What follows belongs to an exercise in optimizing a design on an open flow for small area; a production flow would make more cautious choices. Function not checked in this run: the RTL went through the layout flow alone. Power and IR drop assume default switching activity.

## flow/config.mk

```make
export PLATFORM = sky130hd
export DESIGN_NAME = api_extension
export DESIGN_NICKNAME = api_extension
export VERILOG_FILES = /design/flow/design.v
export SDC_FILE = /design/flow/constraint.sdc
export NUM_CORES = 4
export LEC_CHECK = 0
export CAP_MARGIN = 20
export CORE_MARGIN = 2
export CORE_UTILIZATION = 40
export SLEW_MARGIN = 20
```

## flow/constraint.sdc

```tcl
create_clock -name core_clock -period 5.0 [get_ports {clk}]
set_input_delay 1.0000 -clock core_clock [delete_from_list [all_inputs] [get_ports {clk}]]
set_output_delay 1.0000 -clock core_clock [all_outputs]
set_load 0.01 [all_outputs]
```

## flow/design.v

```verilog
module api_extension(
                     input wire           clk,
                     input wire           reset,
                     input wire [1 : 0]   command,
                     output wire [1 : 0]  status,
                     input wire [31 : 0]  address,
                     input wire [31 : 0]  write_data,
                     output wire [31 : 0] read_data,
                     output wire          nts_cs,
                     output wire          nts_we,
                     output wire [23 : 0] nts_address,
                     output wire [31 : 0] nts_write_data,
                     input wire  [31 : 0] nts_read_data,
                     input wire           nts_ready,
                     output wire          pp_cs,
                     output wire          pp_we,
                     output wire [23 : 0] pp_address,
                     output wire [31 : 0] pp_write_data,
                     input wire  [31 : 0] pp_read_data,
                     input wire           pp_ready,
                     output wire          dp_cs,
                     output wire          dp_we,
                     output wire [23 : 0] dp_address,
                     output wire [31 : 0] dp_write_data,
                     input wire  [31 : 0] dp_read_data,
                     input wire           dp_ready,
                     output wire          merge_cs,
                     output wire          merge_we,
                     output wire [7 : 0]  merge_address,
                     output wire [31 : 0] merge_write_data,
                     input wire  [31 : 0] merge_read_data,
                     input wire           merge_ready,
                     output wire          rosc_cs,
                     output wire          rosc_we,
                     output wire [7 : 0]  rosc_address,
                     output wire [31 : 0] rosc_write_data,
                     input wire  [31 : 0] rosc_read_data,
                     input wire           rosc_ready
                    );
  localparam API_PREFIX       = 8'h00;
  localparam PP_PREFIX        = 8'h10;
  localparam NTS_PREFIX       = 8'h20;
  localparam DP_PREFIX        = 8'h40;
  localparam MERGE_PREFIX     = 8'h60;
  localparam ROSC_PREFIX      = 8'hfe;
  localparam API_ADDR_NAME0   = 8'h00;
  localparam API_ADDR_NAME1   = 8'h01;
  localparam API_ADDR_VERSION = 8'h02;
  localparam API_ADDR_OP_A    = 8'h10;
  localparam API_ADDR_OP_B    = 8'h11;
  localparam API_ADDR_SUM     = 8'h12;
  localparam CORE_NAME0       = 32'h6170692d;  
  localparam CORE_NAME1       = 32'h65787420;  
  localparam CORE_VERSION     = 32'h302e3232;  
  localparam COMMAND_IDLE     = 2'h0;
  localparam COMMAND_READ     = 2'h1;
  localparam COMMAND_WRITE    = 2'h3;
  localparam STATUS_BUSY      = 2'h0;
  localparam STATUS_READY     = 2'h1;
  localparam STATUS_ERROR     = 2'h3;
  localparam API_CTRL_IDLE    = 2'h0;
  localparam API_CTRL_WAIT    = 2'h1;
  localparam API_CTRL_DONE    = 2'h2;
  localparam DEF_WAIT_CYCLES  = 3'h2;
  reg [1 : 0]  command_reg;
  reg [1 : 0]  status_reg;
  reg [1 : 0]  status_new;
  reg          status_we;
  reg          ready_reg;
  reg          ready_new;
  reg          cs_reg;
  reg          cs_new;
  reg          cs_we;
  reg          we_reg;
  reg          we_new;
  reg          we_we;
  reg [31 : 0] address_reg;
  reg          address_we;
  reg [31 : 0] read_data_reg;
  reg [31 : 0] read_data_new;
  reg          read_data_we;
  reg [31 : 0] write_data_reg;
  reg          write_data_we;
  reg [31 : 0] op_a_reg;
  reg          op_a_we;
  reg [31 : 0] op_b_reg;
  reg          op_b_we;
  reg [31 : 0] sum_reg;
  reg [2 : 0]  wait_cycles_ctr_reg;
  reg [2 : 0]  wait_cycles_ctr_new;
  reg          wait_cycles_ctr_rst;
  reg          wait_cycles_ctr_inc;
  reg          wait_cycles_ctr_we;
  reg [1 : 0]  api_extension_ctrl_reg;
  reg [1 : 0]  api_extension_ctrl_new;
  reg          api_extension_ctrl_we;
  reg tmp_nts_cs;
  reg tmp_nts_we;
  reg tmp_pp_cs;
  reg tmp_pp_we;
  reg tmp_dp_cs;
  reg tmp_dp_we;
  reg tmp_merge_cs;
  reg tmp_merge_we;
  reg tmp_rosc_cs;
  reg tmp_rosc_we;
  reg address_error;
  assign status          = status_reg;
  assign read_data       = read_data_reg;
  assign nts_cs          = tmp_nts_cs;
  assign nts_we          = tmp_nts_we;
  assign nts_address     = address_reg[23 : 0];
  assign nts_write_data  = write_data_reg;
  assign pp_cs           = tmp_pp_cs;
  assign pp_we           = tmp_pp_we;
  assign pp_address      = address_reg[23 : 0];
  assign pp_write_data   = write_data_reg;
  assign dp_cs           = tmp_dp_cs;
  assign dp_we           = tmp_dp_we;
  assign dp_address      = address_reg[23 : 0];
  assign dp_write_data   = write_data_reg;
  assign merge_cs         = tmp_merge_cs;
  assign merge_we         = tmp_merge_we;
  assign merge_address    = address_reg[7 : 0];
  assign merge_write_data = write_data_reg;
  assign rosc_cs         = tmp_rosc_cs;
  assign rosc_we         = tmp_rosc_we;
  assign rosc_address    = address_reg[7 : 0];
  assign rosc_write_data = write_data_reg;
  always @ (posedge clk or posedge reset)
    begin : reg_update
      if (reset)
        begin
          command_reg            <= 2'h0;
          status_reg             <= STATUS_READY;
          ready_reg              <= 1'h0;
          cs_reg                 <= 1'h0;
          we_reg                 <= 1'h0;
          address_reg            <= 32'h0;
          read_data_reg          <= 32'h0;
          op_a_reg               <= 32'h0;
          op_b_reg               <= 32'h0;
          sum_reg                <= 32'h0;
          write_data_reg         <= 32'h0;
          wait_cycles_ctr_reg    <= DEF_WAIT_CYCLES;
          api_extension_ctrl_reg <= API_CTRL_IDLE;
        end
      else
        begin
          command_reg <= command;
          ready_reg   <= ready_new;
          sum_reg     <= op_a_reg + op_b_reg;
          if (status_we)
            status_reg <= status_new;
          if (cs_we)
            cs_reg <= cs_new;
          if (we_we)
            we_reg <= we_new;
          if (address_we)
            address_reg <= address;
          if (read_data_we)
            read_data_reg <= read_data_new;
          if (write_data_we)
            write_data_reg <= write_data;
          if (op_a_we)
            op_a_reg <= write_data;
          if (op_b_we)
            op_b_reg <= write_data;
          if (wait_cycles_ctr_we)
            wait_cycles_ctr_reg <= wait_cycles_ctr_new;
          if (api_extension_ctrl_we)
            api_extension_ctrl_reg <= api_extension_ctrl_new;
        end
    end  
  always @*
    begin : addr_mux
      tmp_nts_cs    = 1'h0;
      tmp_nts_we    = 1'h0;
      tmp_pp_cs     = 1'h0;
      tmp_pp_we     = 1'h0;
      tmp_dp_cs     = 1'h0;
      tmp_dp_we     = 1'h0;
      tmp_merge_cs  = 1'h0;
      tmp_merge_we  = 1'h0;
      tmp_rosc_cs   = 1'h0;
      tmp_rosc_we   = 1'h0;
      ready_new     = 1'h0;
      read_data_new = 32'h0;
      op_a_we       = 1'h0;
      op_b_we       = 1'h0;
      address_error = 1'h0;
      case (address_reg[31 : 24])
        API_PREFIX:
          begin
            ready_new = 1'h1;
            if (cs_reg)
              begin
                if (we_reg)
                  begin
                    if (address_reg[7 : 0] == API_ADDR_OP_A)
                      op_a_we = 1'h1;
                    if (address_reg[7 : 0] == API_ADDR_OP_B)
                      op_b_we = 1'h1;
                  end
                else
                  begin
                    case (address_reg[7 : 0])
                      API_ADDR_NAME0:   read_data_new = CORE_NAME0;
                      API_ADDR_NAME1:   read_data_new = CORE_NAME1;
                      API_ADDR_VERSION: read_data_new = CORE_VERSION;
                      API_ADDR_OP_A:    read_data_new = op_a_reg;
                      API_ADDR_OP_B:    read_data_new = op_b_reg;
                      API_ADDR_SUM:     read_data_new = sum_reg;
                      default:
                        begin
                        end
                    endcase  
                  end
              end
          end
        PP_PREFIX:
          begin
            tmp_pp_cs     = cs_reg;
            tmp_pp_we     = we_reg;
            ready_new     = pp_ready;
            read_data_new = pp_read_data;
          end
        NTS_PREFIX:
          begin
            tmp_nts_cs    = cs_reg;
            tmp_nts_we    = we_reg;
            ready_new     = nts_ready;
            read_data_new = nts_read_data;
          end
        DP_PREFIX:
          begin
            tmp_dp_cs     = cs_reg;
            tmp_dp_we     = we_reg;
            ready_new     = dp_ready;
            read_data_new = dp_read_data;
          end
        MERGE_PREFIX:
          begin
            tmp_merge_cs  = cs_reg;
            tmp_merge_we  = we_reg;
            ready_new     = merge_ready;
            read_data_new = merge_read_data;
          end
        ROSC_PREFIX:
          begin
            tmp_rosc_cs   = cs_reg;
            tmp_rosc_we   = we_reg;
            ready_new     = rosc_ready;
            read_data_new = rosc_read_data;
          end
        default:
          begin
            ready_new     = 1'h1;
            read_data_new = 32'hdeaddead;
            address_error = 1'h1;
          end
      endcase  
    end  
  always @*
    begin : wait_cycles_ctr
      wait_cycles_ctr_new = 3'h0;
      wait_cycles_ctr_we  = 1'h0;
      if (wait_cycles_ctr_rst)
        wait_cycles_ctr_we = 1'h1;
      if (wait_cycles_ctr_inc)
        begin
          wait_cycles_ctr_new = wait_cycles_ctr_reg + 1'h1;
          wait_cycles_ctr_we  = 1'h1;
        end
    end
  always @*
    begin : api_extension_ctrl
      status_new             = STATUS_READY;
      status_we              = 1'h0;
      cs_new                 = 1'h0;
      cs_we                  = 1'h0;
      we_new                 = 1'h0;
      we_we                  = 1'h0;
      address_we             = 1'h0;
      read_data_we           = 1'h0;
      write_data_we          = 1'h0;
      wait_cycles_ctr_rst    = 1'h0;
      wait_cycles_ctr_inc    = 1'h0;
      api_extension_ctrl_new = API_CTRL_IDLE;
      api_extension_ctrl_we  = 1'h0;
      case (api_extension_ctrl_reg)
        API_CTRL_IDLE:
          begin
            if (command_reg != COMMAND_IDLE)
              begin
                if (command_reg == COMMAND_WRITE)
                  begin
                    write_data_we = 1'h1;
                    we_new        = 1'h1;
                    we_we         = 1'h1;
                  end
                status_new             = STATUS_BUSY;
                status_we              = 1'h1;
                cs_new                 = 1'h1;
                cs_we                  = 1'h1;
                address_we             = 1'h1;
                wait_cycles_ctr_rst    = 1'h1;
                api_extension_ctrl_new = API_CTRL_WAIT;
                api_extension_ctrl_we  = 1'h1;
              end
          end
        API_CTRL_WAIT:
          begin
            if (wait_cycles_ctr_reg == DEF_WAIT_CYCLES)
              begin
                if (ready_reg)
                  begin
                    if (address_error)
                      status_new = STATUS_ERROR;
                    else
                      status_new = STATUS_READY;
                    status_we              = 1'h1;
                    cs_new                 = 1'h0;
                    cs_we                  = 1'h1;
                    we_new                 = 1'h0;
                    we_we                  = 1'h1;
                    read_data_we           = 1'h1;
                    api_extension_ctrl_new = API_CTRL_DONE;
                    api_extension_ctrl_we  = 1'h1;
                  end
              end
            else
              wait_cycles_ctr_inc = 1'h1;
          end
        API_CTRL_DONE:
          begin
            if (command_reg == COMMAND_IDLE)
              begin
                status_new             = STATUS_READY;
                status_we              = 1'h1;
                api_extension_ctrl_new = API_CTRL_IDLE;
                api_extension_ctrl_we  = 1'h1;
              end
          end
        default:
          begin
          end
      endcase  
    end  
endmodule  
```

## flow/run.sh

```bash
#!/bin/bash
# synth_recipe.tcl (not shown) runs the flow's synth.tcl, then flattens the netlist and writes it again
# the make line also repeats each setting of config.mk as NAME=value (left out here)
make -C /OpenROAD-flow-scripts/flow DESIGN_CONFIG=/design/flow/config.mk WORK_HOME=/design/flow/orfs CLKGATE_MAP_FILE= SYNTH_SCRIPT=/design/flow/synth_recipe.tcl finish
```

==> results.yml <==
status:
  status: "complete, no violations"
clocking:
  ctsHtreeMaxLevel: 1
  cts_resized: 0
  cts_setup_buffers: 0
  cts_root_buf: "clkbuf_16"
  cts_buffers: 24
  ctsLongestPathBuffers: 3
  holdBufCountCts: 0
  cts_tree: "yes"
  numClockSinks: 204
  clk_pin_slew_ps: 60
  worst_skew_pair.late_latency_ps: 520
critical_path:
  path_class: "reg -> out"
  worstPathRequired_ps: 4000
  crit_fanout: 8
  critPathArrivalTime_ps: 3070
  crit_start: "address_reg[24]$_DFFE_PP0P_"
  cp-start-kind: "register"
  r2r_start: "address_reg[24]$_DFFE_PP0P_"
  end_kind: "output port"
timing:
  drv_slew: 0
  setup_viol: 0
  skew_ps: 7.36
  period_minus_slack_ps: 4070
  finalHoldViolCount: 0
  timing.hold.ws_ps: 486
  fin_ws_ps: 927
  period_share_pct: 81.5
  rsz0062_at_grt: "no"
  relSlewSlack_pct: 33.8
  worst_pin_slew_ps: 991
  finalSetupTns_ps: 0
  clock.fmax_mhz: 246
floorplan:
  ioPinCount: 525
  start_util_pct: 40.9
  core_region_area_um2: 31700
  die-width_um: 184
  fp.dieH_um: 184
  die-area_um2: 33900
  rows: 65
cells_and_area:
  final_common_cell: "clkdlybuf4s50_1"
  nets: 1844
  fin_area_um2: 17900
  mostFrequentLayoutCells: "524 x clkdlybuf4s50_1, 201 x dfrtp_1, 77 x mux2_2"
  fin_util_pct: 56.4
  drive_above_1_share_pct: 9.60
  fin_cells: 1999
  area_growth_pct: 37.8
route:
  routed_wl_mm: 46.8
  drtIter0Drc: 725
  vias_per_cell: 5.44
  dr.pass1.iters: 5
  wl_per_cell_um: 23.4
  via_count: 10874
  drc: 0
  ant_nets: 0
run:
  timing.max_cap.violations: 0
yosys:
  ys_types: 71
  syn_nets: 1558
  synth_edf_count: 0
  synth_cells: 1291
  synth-seq-cells: 204
  ys_seq_area_share_pct: 39.4
  ys_warn_count: 1
  ys_async_sr_fraction_pct: 100
  syn_avg_cell_area_um2: 10.1
  netlist_area_um2: 13000
  ys.flop_type: "dfrtp_1"
global_routing:
  grt_use_total_pct: 26.9
  grt_pass1_vias: 10904
  antenna_found_initial: 5
  grt-ovfl-total: 0
  grt_pass1_wl_mm: 69.6
  grt_max_degree: 87
hold_path:
  hold_start: "read_data_reg[19]$_DFFE_PP0P_"
  holdCritPathClass: "reg -> reg"
place:
  portBuffers: 524
  placed_cells: 1953
  dpl-instance-area_um2: 17100
  place_ws_ps: 1500
  dpl.hpwl_mm: 36.2
  place.gp.congestion: 0.915
power:
  p_per_area_nw_per_um2: 545
  irDropWorstVdd_uv: 292
  total_power_mw: 9.74
  p_leak_nw: 7.21
## synth_stat cells (4+ instances only)
cell | n | area share (%)
a211oi_1 | 10 | 0.58
a21o_1 | 9 | 0.52
a21oi_1 | 61 | 2.4
a221o_1 | 12 | 0.93
a221oi_1 | 26 | 1.8
a22o_1 | 15 | 1.0
a22oi_1 | 26 | 1.5
a31oi_1 | 4 | 0.19
and2_1 | 8 | 0.39
and3_1 | 10 | 0.48
buf_2 | 8 | 0.31
buf_4 | 219 | 13
clkbuf_1 | 57 | 1.6
dfrtp_1 | 202 | 39
ha_1 | 33 | 3.2
inv_1 | 11 | 0.32
mux2_1 | 63 | 5.5
mux2_2 | 77 | 6.7
mux2i_1 | 39 | 3.0
nand2_1 | 76 | 2.2
nand2b_1 | 13 | 0.63
nand3_1 | 11 | 0.42
nand4_1 | 7 | 0.34
nor2_1 | 56 | 1.6
nor2b_1 | 12 | 0.58
nor3_1 | 26 | 1.0
nor3b_1 | 4 | 0.23
o2111ai_1 | 7 | 0.47
o211ai_1 | 15 | 0.87
o21a_1 | 15 | 0.87
o21ai_0 | 52 | 2.0
o21ai_1 | 26 | 1.0
xnor2_1 | 16 | 1.1
xor2_1 | 8 | 0.54
## worst paths after layout
| path | endpoint | slack (ps) | depth (start not counted) |
|---|---|---|---|
| setup / recovery | dp_we | 930 | 5 |
| hold / removal | read_data_reg[19]$_DFFE_PP0P_ | 490 | 2 |
| setup reg to reg | op_a_reg[13]$_DFFE_PP0P_ | 1780 | 5 |
| hold reg to reg | read_data_reg[19]$_DFFE_PP0P_ | 490 | 2 |
| max in group asynchronous | write_data_reg[21]$_DFFE_PP0P_ | 3030 | 3 |
| min in group asynchronous | read_data_reg[16]$_DFFE_PP0P_ | 1020 | 2 |
## worst max-delay path, stage by stage (launching register included)
cell and delay (ps):
dfrtp_1 400, or4_1 750, nor3_4 420, nand2_1 180, nor3b_1 240, clkdlybuf4s50_1 570
## layer usage
metal | share of wire [%] | up-vias | GRT usage (%)
met2 | 49 | 397 | 45.4
met3 | 6.0 | 47 | 4.13
met4 | 2.1 | 2 | 7.10
met1 | 43 | 5391 | 36.0
met5 | 0.028 | - | 0
li1 | - | 5037 | -
## area by class of cell
type	count	area (µm²)
Antenna cell	4	10.0
Sequential cell	204	5110
Tap cell	402	503
Clock inverter	10	158
Multi-Input combinational cell	790	5970
Inverter	11	45.0
Fill cell	2821	13800
Timing Repair Buffer	546	5440
Clock buffer	32	652
## cell families after synthesis
kind of cell	Yosys count	share of synthesized area [%]
adder cells (fa/ha/maj)	34	3.34
XOR/XNOR	24	1.62
AND/OR/NAND/NOR	248	9.64
AO/OA/AOI/OAI	305	15.9
buffers and inverters	297	15.0
multiplexers	179	15.2
flip-flops	204	39.4
## power by group
group	switching (mW)	leakage, nW	internal [mW]
Clock	0.700	0.385	1.12
Combinational	2.28	4.45	2.87
Sequential	0.594	2.38	2.17

==> afterwards: timing with drivers on the ports <==
The results above use ideal ports. As a check the final layout listed here was re-extracted and re-timed, cells and wires unchanged.
Step 1 assumes that a clkbuf_16 drives the clock port and a buf_2 every other input.
Step 2, shift: input delay + t, output delay - t, t = (earliest + latest rising clock arrival at the registers) / 2. This alone moves slack from input paths to output paths.
Three values: no drivers, after step 1, after step 2; two values: the first two.
shift t [ns]: 0.562
setup WS [ns]: 0.927 / 0.876 / 1.439
worst hold slack (ns): 0.486 / 0.486 / 0.486
After both steps this run still meets setup and hold. The setup slack of this run moves by -0.051 ns with the drivers and by +0.512 ns with both steps.
